What follows belongs to an exercise in optimizing a design on an open flow for small area, a short achievable clock period and few clock cycles per item; a production flow would make more cautious choices. At most, simulation tests tie the RTL to the original design; equivalence was not proved. Only the layout flow was run in run 1; the RTL was not checked for function there.

## flow/design.v (module list and top-level ports; edited modules follow where they fit)
// module sub_1d5: 17 lines
// module booth_mul: 953 lines
// module invsqrt: 68 lines
module invsqrt (clk, rst, start, float_in, float_out, ready);
  // ...
==> flow/run.sh <==
#!/bin/bash
# synth_recipe.tcl (not shown) runs the flow's synth.tcl, then flattens the netlist and writes it again
# the make line also repeats each setting of config.mk as NAME=value (left out here)
make -C /OpenROAD-flow-scripts/flow DESIGN_CONFIG=/design/flow/config.mk WORK_HOME=/design/flow/orfs CLKGATE_MAP_FILE= SYNTH_SCRIPT=/design/flow/synth_recipe.tcl finish
==> flow/config.mk <==
export PLATFORM = sky130hd
export DESIGN_NAME = invsqrt
export DESIGN_NICKNAME = invsqrt
export VERILOG_FILES = /design/flow/design.v
export SDC_FILE = /design/flow/constraint.sdc
export NUM_CORES = 4
export LEC_CHECK = 0
export ABC_AREA = 1
export CAP_MARGIN = 20
export CORE_MARGIN = 2
export CORE_UTILIZATION = 40
export SLEW_MARGIN = 20
==> flow/constraint.sdc <==
create_clock -name core_clock -period 11.0 [get_ports {clk}]
set_input_delay 2.2000 -clock core_clock [delete_from_list [all_inputs] [get_ports {clk}]]
set_output_delay 2.2000 -clock core_clock [all_outputs]
set_load 0.01 [all_outputs]
==> metrics.cfg, run 1 <==
[clocking]
h-tree-depth=2
clock_latency_ns=0.30
cts-root-buf=clkbuf_16
ctsHoldBuffers=0
cts_tree=done

[placement]
dp.final_hpwl_um=78200
post-place-cells=4279

[final_layout]
nFillCells=6076
final_util_pct=43.6
areaGrowthSynthToFinish_pct=7.66
num_antenna_cells=0
fin_nets=3930
flops_and_latches=33

[sta]
max_freq_ghz=0.0961
clock_skew_ns=0.0160
timing.final.crit_share_pct=94.6
setup_viol=0

[setup_path]
crit_end=R[37]
worst_path_max_delay_cell=clkdlybuf4s50_1
rr_worst_depth=39
critPathArrivalTime_ns=10.45
cp.required_ns=11.05

[synth]
yosys_register_bits=33
synth-edff-count=31
synth_top_family_by_area=adder cells
synth_mux_area_share_pct=0
synth_ff_type=edfxtp_1
ys_seq_area_share_pct=4.25

[die]
die_h_um=243
io_pins=68

[outcome]
status=no timing/DRC/antenna violations

[global_route]
busiest_layer=met2
grt_overflow=0
grt_use_total_pct=31.6
first_global_vias=23300

[drt]
post-route-drc-count=0
drt_first_pass_iters=5

[run]
maxCapViolCount=0

==> module invsqrt, before the edit <==
module invsqrt (clk, rst, start, float_in, float_out, ready);
input wire start;
input wire clk;
input wire rst;
input wire [31:0] float_in;
output wire [31:0] float_out;
output wire ready;
localparam IDLE = 2'd0,
           S1   = 2'd1,
           S2   = 2'd2,
           DONE = 2'd3;
reg  [1:0]   state;
reg  [47:22] R;
reg  [1:0]   K;       
reg          wrap1;   
reg          wrap3;   
reg          e_ov;    
wire [31:0] y  = 32'h5f3759df - (float_in >> 1);
wire [7:0]  ye = y[30:23];
wire [7:0]  xe = float_in[30:23];
wire [22:0] xm = float_in[22:0];
wire in_s1 = (state == S1);
wire in_s2 = (state == S2);
wire [22:0] hi1 = R[47] ? R[46:24] : R[45:23];
wire        r1  = R[22];
wire [23:0] sub_lo, sub_hi;    
wire        ov_lo, ov_hi;      
sub_1d5 sub_n0 (.K(K), .n(1'b0),   .hi(R[45:23]), .r(R[22]), .m_ov(sub_lo), .e_ov(ov_lo));
sub_1d5 sub_n1 (.K(K), .n(~wrap1), .hi(R[46:24]), .r(R[23]), .m_ov(sub_hi), .e_ov(ov_hi));
wire [22:0] a3   = R[47] ? sub_hi[23:1] : sub_lo[23:1];
wire        r3   = R[47] ? sub_hi[0] : sub_lo[0];
wire        ov2  = R[47] ? ov_hi : ov_lo;
wire [23:0] opa = in_s1 ? {1'b1, xm} : {1'b1, y[22:0]};
wire [23:0] opb = in_s1 ? {1'b1, hi1} : in_s2 ? {1'b1, a3} : {1'b1, y[22:0]};
wire        cin = in_s1 ? r1 : in_s2 ? r3 : 1'b0;
wire [47:0] P;
booth_mul mul (.a(opa), .b(opb), .cin(cin), .p(P));
wire        n3  = R[47] & ~wrap3;
wire [22:0] m3  = R[47] ? R[46:24] + {22'd0, R[23]} : R[45:23] + {22'd0, R[22]};
wire [7:0]  oe  = ye + {7'd0, e_ov} - 8'd1 + {7'd0, n3};
wire error = (float_in == 32'b0) || (float_in[30:23] == 8'hFF) || float_in[31];
assign float_out = error ? 32'h7FFFFFFF : {1'b0, oe, m3};
assign ready = (state == DONE);
always @(posedge clk) begin
    if (rst)
        state <= IDLE;
    else if (start)
        state <= S1;
    else if (in_s1)
        state <= S2;
    else if (in_s2)
        state <= DONE;
end
always @(posedge clk) begin
    if (start || in_s1 || in_s2)
        R <= P[47:22];
    if (start)
        K <= {ye[0], 1'b0} + xe[1:0] + 2'd1;
    if (in_s1) begin
        K <= K + {1'b0, R[47]};
        wrap1 <= r1 & (&hi1);
    end
    if (in_s2) begin
        e_ov <= ov2;
        wrap3 <= r3 & (&a3);
    end
end
endmodule
==> inputs of run 2 (changes only) <==
--- a/flow/design.v
+++ b/flow/design.v
@@ -1,20 +1,2 @@
 `timescale 1ns / 1ps
-module sub_1d5 (K, n, hi, r, m_ov, e_ov);
-input  wire [1:0]  K;
-input  wire        n;
-input  wire [22:0] hi;
-input  wire        r;
-output wire [23:0] m_ov;    
-output wire        e_ov;
-wire [1:0]  te = K + {1'b0, n};
-wire [1:0]  s  = (te == 2'b10) ? 2'd1 : (te == 2'b01) ? 2'd2 : 2'd0;
-wire [25:0] ds   = (s == 2'd1) ? 26'h1800000 : (s == 2'd2) ? 26'h3000000 : 26'h0C00000;
-wire        wrap = r & (&hi);
-wire [25:0] w    = wrap ? (ds - 26'h0800000) : (ds + {3'b110, ~hi} + {25'd0, ~r});
-wire [26:0] m_sub = (s == 2'd1) ? {w[24:0], 2'b00} : (s == 2'd2) ? {w, 1'b0} : {w[23:0], 3'b000};
-wire [26:0] mo    = m_sub[26] ? m_sub : (m_sub << 1);
-assign m_ov = mo[25:2];
-assign e_ov = m_sub[26];
-endmodule
-`timescale 1ns / 1ps
 module booth_mul (a, b, cin, p);
@@ -998,9 +980,14 @@
 wire        r1  = R[22];
-wire [23:0] sub_lo, sub_hi;    
-wire        ov_lo, ov_hi;      
-sub_1d5 sub_n0 (.K(K), .n(1'b0),   .hi(R[45:23]), .r(R[22]), .m_ov(sub_lo), .e_ov(ov_lo));
-sub_1d5 sub_n1 (.K(K), .n(~wrap1), .hi(R[46:24]), .r(R[23]), .m_ov(sub_hi), .e_ov(ov_hi));
-wire [22:0] a3   = R[47] ? sub_hi[23:1] : sub_lo[23:1];
-wire        r3   = R[47] ? sub_hi[0] : sub_lo[0];
-wire        ov2  = R[47] ? ov_hi : ov_lo;
+wire        n2   = R[47] & ~wrap1;
+wire [22:0] hi2  = R[47] ? R[46:24] : R[45:23];
+wire        r2   = R[47] ? R[23] : R[22];
+wire [1:0]  te   = K + {1'b0, n2};
+wire [1:0]  s    = (te == 2'b10) ? 2'd1 : (te == 2'b01) ? 2'd2 : 2'd0;
+wire [25:0] ds   = (s == 2'd1) ? 26'h1800000 : (s == 2'd2) ? 26'h3000000 : 26'h0C00000;
+wire        wrap2 = r2 & (&hi2);
+wire [25:0] w    = wrap2 ? (ds - 26'h0800000) : (ds + {3'b110, ~hi2} + {25'd0, ~r2});
+wire [26:0] m_sub = (s == 2'd1) ? {w[24:0], 2'b00} : (s == 2'd2) ? {w, 1'b0} : {w[23:0], 3'b000};
+wire [26:0] m_ov  = m_sub[26] ? m_sub : (m_sub << 1);
+wire [22:0] a3   = m_ov[25:3];
+wire        r3   = m_ov[2];
 wire [23:0] opa = in_s1 ? {1'b1, xm} : {1'b1, y[22:0]};
@@ -1036,3 +1023,3 @@
     if (in_s2) begin
-        e_ov <= ov2;
+        e_ov <= m_sub[26];
         wrap3 <= r3 & (&a3);
--- a/flow/config.mk
+++ b/flow/config.mk
@@ -7,3 +7,2 @@
 export LEC_CHECK = 0
-export ABC_AREA = 1
 export CAP_MARGIN = 20
==> run 2 against run 1 <==
- cell count down 6.4%
- area after synthesis increased by 0.94%
- sequential share of layout area is 0.20 points lower
- global-route usage increased by 4.1 points
- maximum frequency decreased by 1.7%
- hold slack worse by 0.0023 ns
- via count up 7.1%
- design area is 5.4% higher
- register-to-register slack worse by 0.37 ns
==> metrics.cfg, run 2 <==
[sta]
slew_viol_final=0
setup_viol=0  ; unchanged
fin_ws_ns=0.407
finalHoldViolCount=0
relSlewSlack_pct=30.9
timing.final.crit_share_pct=96.3  ; +1.7 points
worst_pin_slew_ns=1.04
period_minus_slack_ns=10.59
clock_skew_ns=0.00318  ; -0.0128 ns
max_freq_ghz=0.0944  ; -1.7%
whs_ns=0.528

[synth]
synth_top_area_share_pct=20.7
avgSynthCellArea_um2=7.11
synth_xor_area_share_pct=4.48
yosys_warnings=1
yosys.area.top_type=fa_1
synth_fp_nets=3640
synth_adder_area_share_pct=27.7
synth.distinct_cells=101
synth_top_family_by_area=compound AO/OA/AOI/OAI gates
synth-edff-count=31  ; unchanged
synth_mux_area_share_pct=1.70  ; +1.7 points
postSynthCellCount=3246
yosys.area_share.simple_pct=14.2
synth_ff_type=edfxtp_1
async_flop_share_pct=0
ys_seq_area_share_pct=4.21  ; -0.039 points
ys_top_cells_by_count=428 x a21oi_1, 370 x o21ai_0, 322 x inv_1, 260 x clkbuf_1, 239 x fa_1
yosys_register_bits=33  ; unchanged
synth_area_um2=23100
synthMostInstantiatedCell=a21oi_1
synth_compound_area_share_pct=36.4
synth_area_leaders=fa_1 21%, a21oi_1 9.3%, o21ai_0 8.0%

[die]
die_h_um=244  ; +0.46%
io_pins=68  ; unchanged
dieArea_um2=59700
num_rows=88
chipWidth_um=244
initial_core_util_pct=40.2
core_region_area_um2=57400

[setup_path]
crit_family=adder cells
worstReg2RegStart=R[47]
critPathBufInv=9
cp-start-kind=register
path_depth=42
critPathMostFrequentCell=fa_1
max_stage_delay_ns=0.54
reg2reg_to=R[44]
crit_fanout=43
critPathArrivalTime_ns=10.63  ; +0.18 ns
reg2reg_slack_ns=0.41
critical_path_class=register to register
worst_path_max_delay_cell=a222oi_1
rr_worst_depth=42  ; +7.7%
worstSetupEndpointType=register
cp.required_ns=11.04  ; about the same

[drt]
ant_nets=0
via_per_inst=6.64
wl_um=110000
vias=26700
drtIter0Drc=3856
wl_per_cell_um=27.5
post-route-drc-count=0  ; unchanged
drt_first_pass_iters=8  ; +3

[clocking]
cts-root-buf=clkbuf_16
cts_tree=done
numCtsBuffers=5
h-tree-depth=2  ; unchanged
ctsLongestPathBuffers=2
clock_latency_ns=0.29  ; about the same
cts.sinks=33
clk_pin_slew_ns=0.06

[final_layout]
layout_commonest_cell=a21oi_1
multi_input_area_um2=19800
post_route_cells_drive_above_1_share_pct=12.0
areaGrowthSynthToFinish_pct=12.4
nFillCells=5935  ; -2.3%
num_antenna_cells=0  ; unchanged
top_regs=R x26, K x2, state x2
largest_reg_flops=26
seq_area_um2=971
final_cell_mix=424 x a21oi_1, 366 x o21ai_0, 322 x inv_1
fin_nets=3642  ; -7.3%
largest-register=R
final_area_um2=25900

[run]
maxCapViolCount=0  ; unchanged

[worst_hold_path]
min_path_cells=2
hold_class=register to register
worst_hold_startpoint=state[1]
whs_endpoint=state[1]

[placement]
port_buffers=66
dpl_worst_slack_ns=-0.0293
post_dp_cell_area_um2=25600
gp_congestion=0.973
dp.final_hpwl_um=85300  ; +9.1%

[global_route]
grt_use_total_pct=35.7  ; +4.1 points
grt_first_pass_wirelength_um=162000
first_global_vias=24900  ; +6.8%
antenna_found_initial=1
grt_overflow=0  ; unchanged
grt_max_degree=78

[outcome]
status=no timing/DRC/antenna violations

run 2: timing repair:
action                     CTS  global route
gates resized for setup      0            47
setup endpoints to repair    0            16
hold buffers                 0             0
buffers inserted             0             3
run 2: final cells by class:
class / count / area share, %
Clock buffer: 5 / 0.482
Tap cell: 765 / 3.69
Timing Repair Buffer: 335 / 10.8
Sequential cell: 33 / 3.74
Inverter: 331 / 4.79
Multi-Input combinational cell: 2542 / 76.3
Clock inverter: 3 / 0.178
run 2: per-stage QoR:
stage	setup TNS, ns	std cells	utilization, %
2_1_floorplan	0	3246	-
3_3_place_gp	0	4003	44.5
3_5_place_dp	-0.0329	4003	44.5
4_1_cts	0	4011	44.8
5_1_grt	-0.0254	4014	45.2
6_report	0	4014	45.2
run 2: kinds of logic after synthesis:
| group | after synthesis |
|---|---|
| other | 1 |
| and+or+nand+nor | 669 |
| xor gates and xnor gates | 118 |
| DFF | 33 |
| adders and majority gates | 370 |
| muxes | 38 |
| buffers and inverters | 671 |
| AOI/OAI and AO/OA | 1346 |
run 2: worst min-delay path, delay by kind of cell, from the launching register on:
| kind | cells | cell delay (ns) |
|---|---|---|
| AOI/OAI and AO/OA | 1 | 0.07 |
| buffers and inverters | 1 | 0.08 |
| DFF | 1 | 0.33 |
run 2: per-layer routing:
metal  part of all wire, %  GRT usage (%)  wire [um]
met3                    12           7.33      12900
met1                    40           48.9      44300
met2                    43           54.7      47600
met4                   5.0           14.6       5480
met5                     0              0          0
run 2: worst max path at each step:
stage,startpoint,end
2_1_floorplan,R[47],R[44]
4_1_cts,R[47],R[45]
3_5_place_dp,float_in[6],R[45]
3_3_place_gp,float_in[6],R[44]
6_report,R[47],R[44]
5_1_grt,R[47],R[45]
Testbench counts of run 2, summed over its fixed seeds: cycles 12,800, items 3,200.

[static timing again, ports no longer ideal]
The flow's constraints put no driver on any port. The routed layouts listed below were extracted and timed again, unchanged, in two steps. Step 1: set_driving_cell puts a clkbuf_16 on clk and a buf_2 on each other input, an assumption about the parent block. Step 2 moves the port delays by t, midway between the first and last clock arrival at a register: inputs arrive t later, outputs are due t later. That takes back most of the time a late clock gives input paths. a / b / c = ideal ports / drivers / drivers and shift; a / b = the first two.
run | shift t [ns] | setup slack, ns | worst hold slack (ns) | worst register clock-pin slew, ns | pins driven straight from the clock port
run 1 | 0.351 | 0.592 / 0.612 / 0.261 | 0.530 / 0.530 / 0.530 | 0.07 / 0.07 | 1
run 2 | 0.331 | 0.407 / 0.407 / 0.152 | 0.528 / 0.528 / 0.528 | 0.06 / 0.06 | 1
After both steps every run listed still meets setup and hold. The setup slack of run 1, which loses most, moves by +0.020 ns with the drivers and by -0.331 ns with both steps.
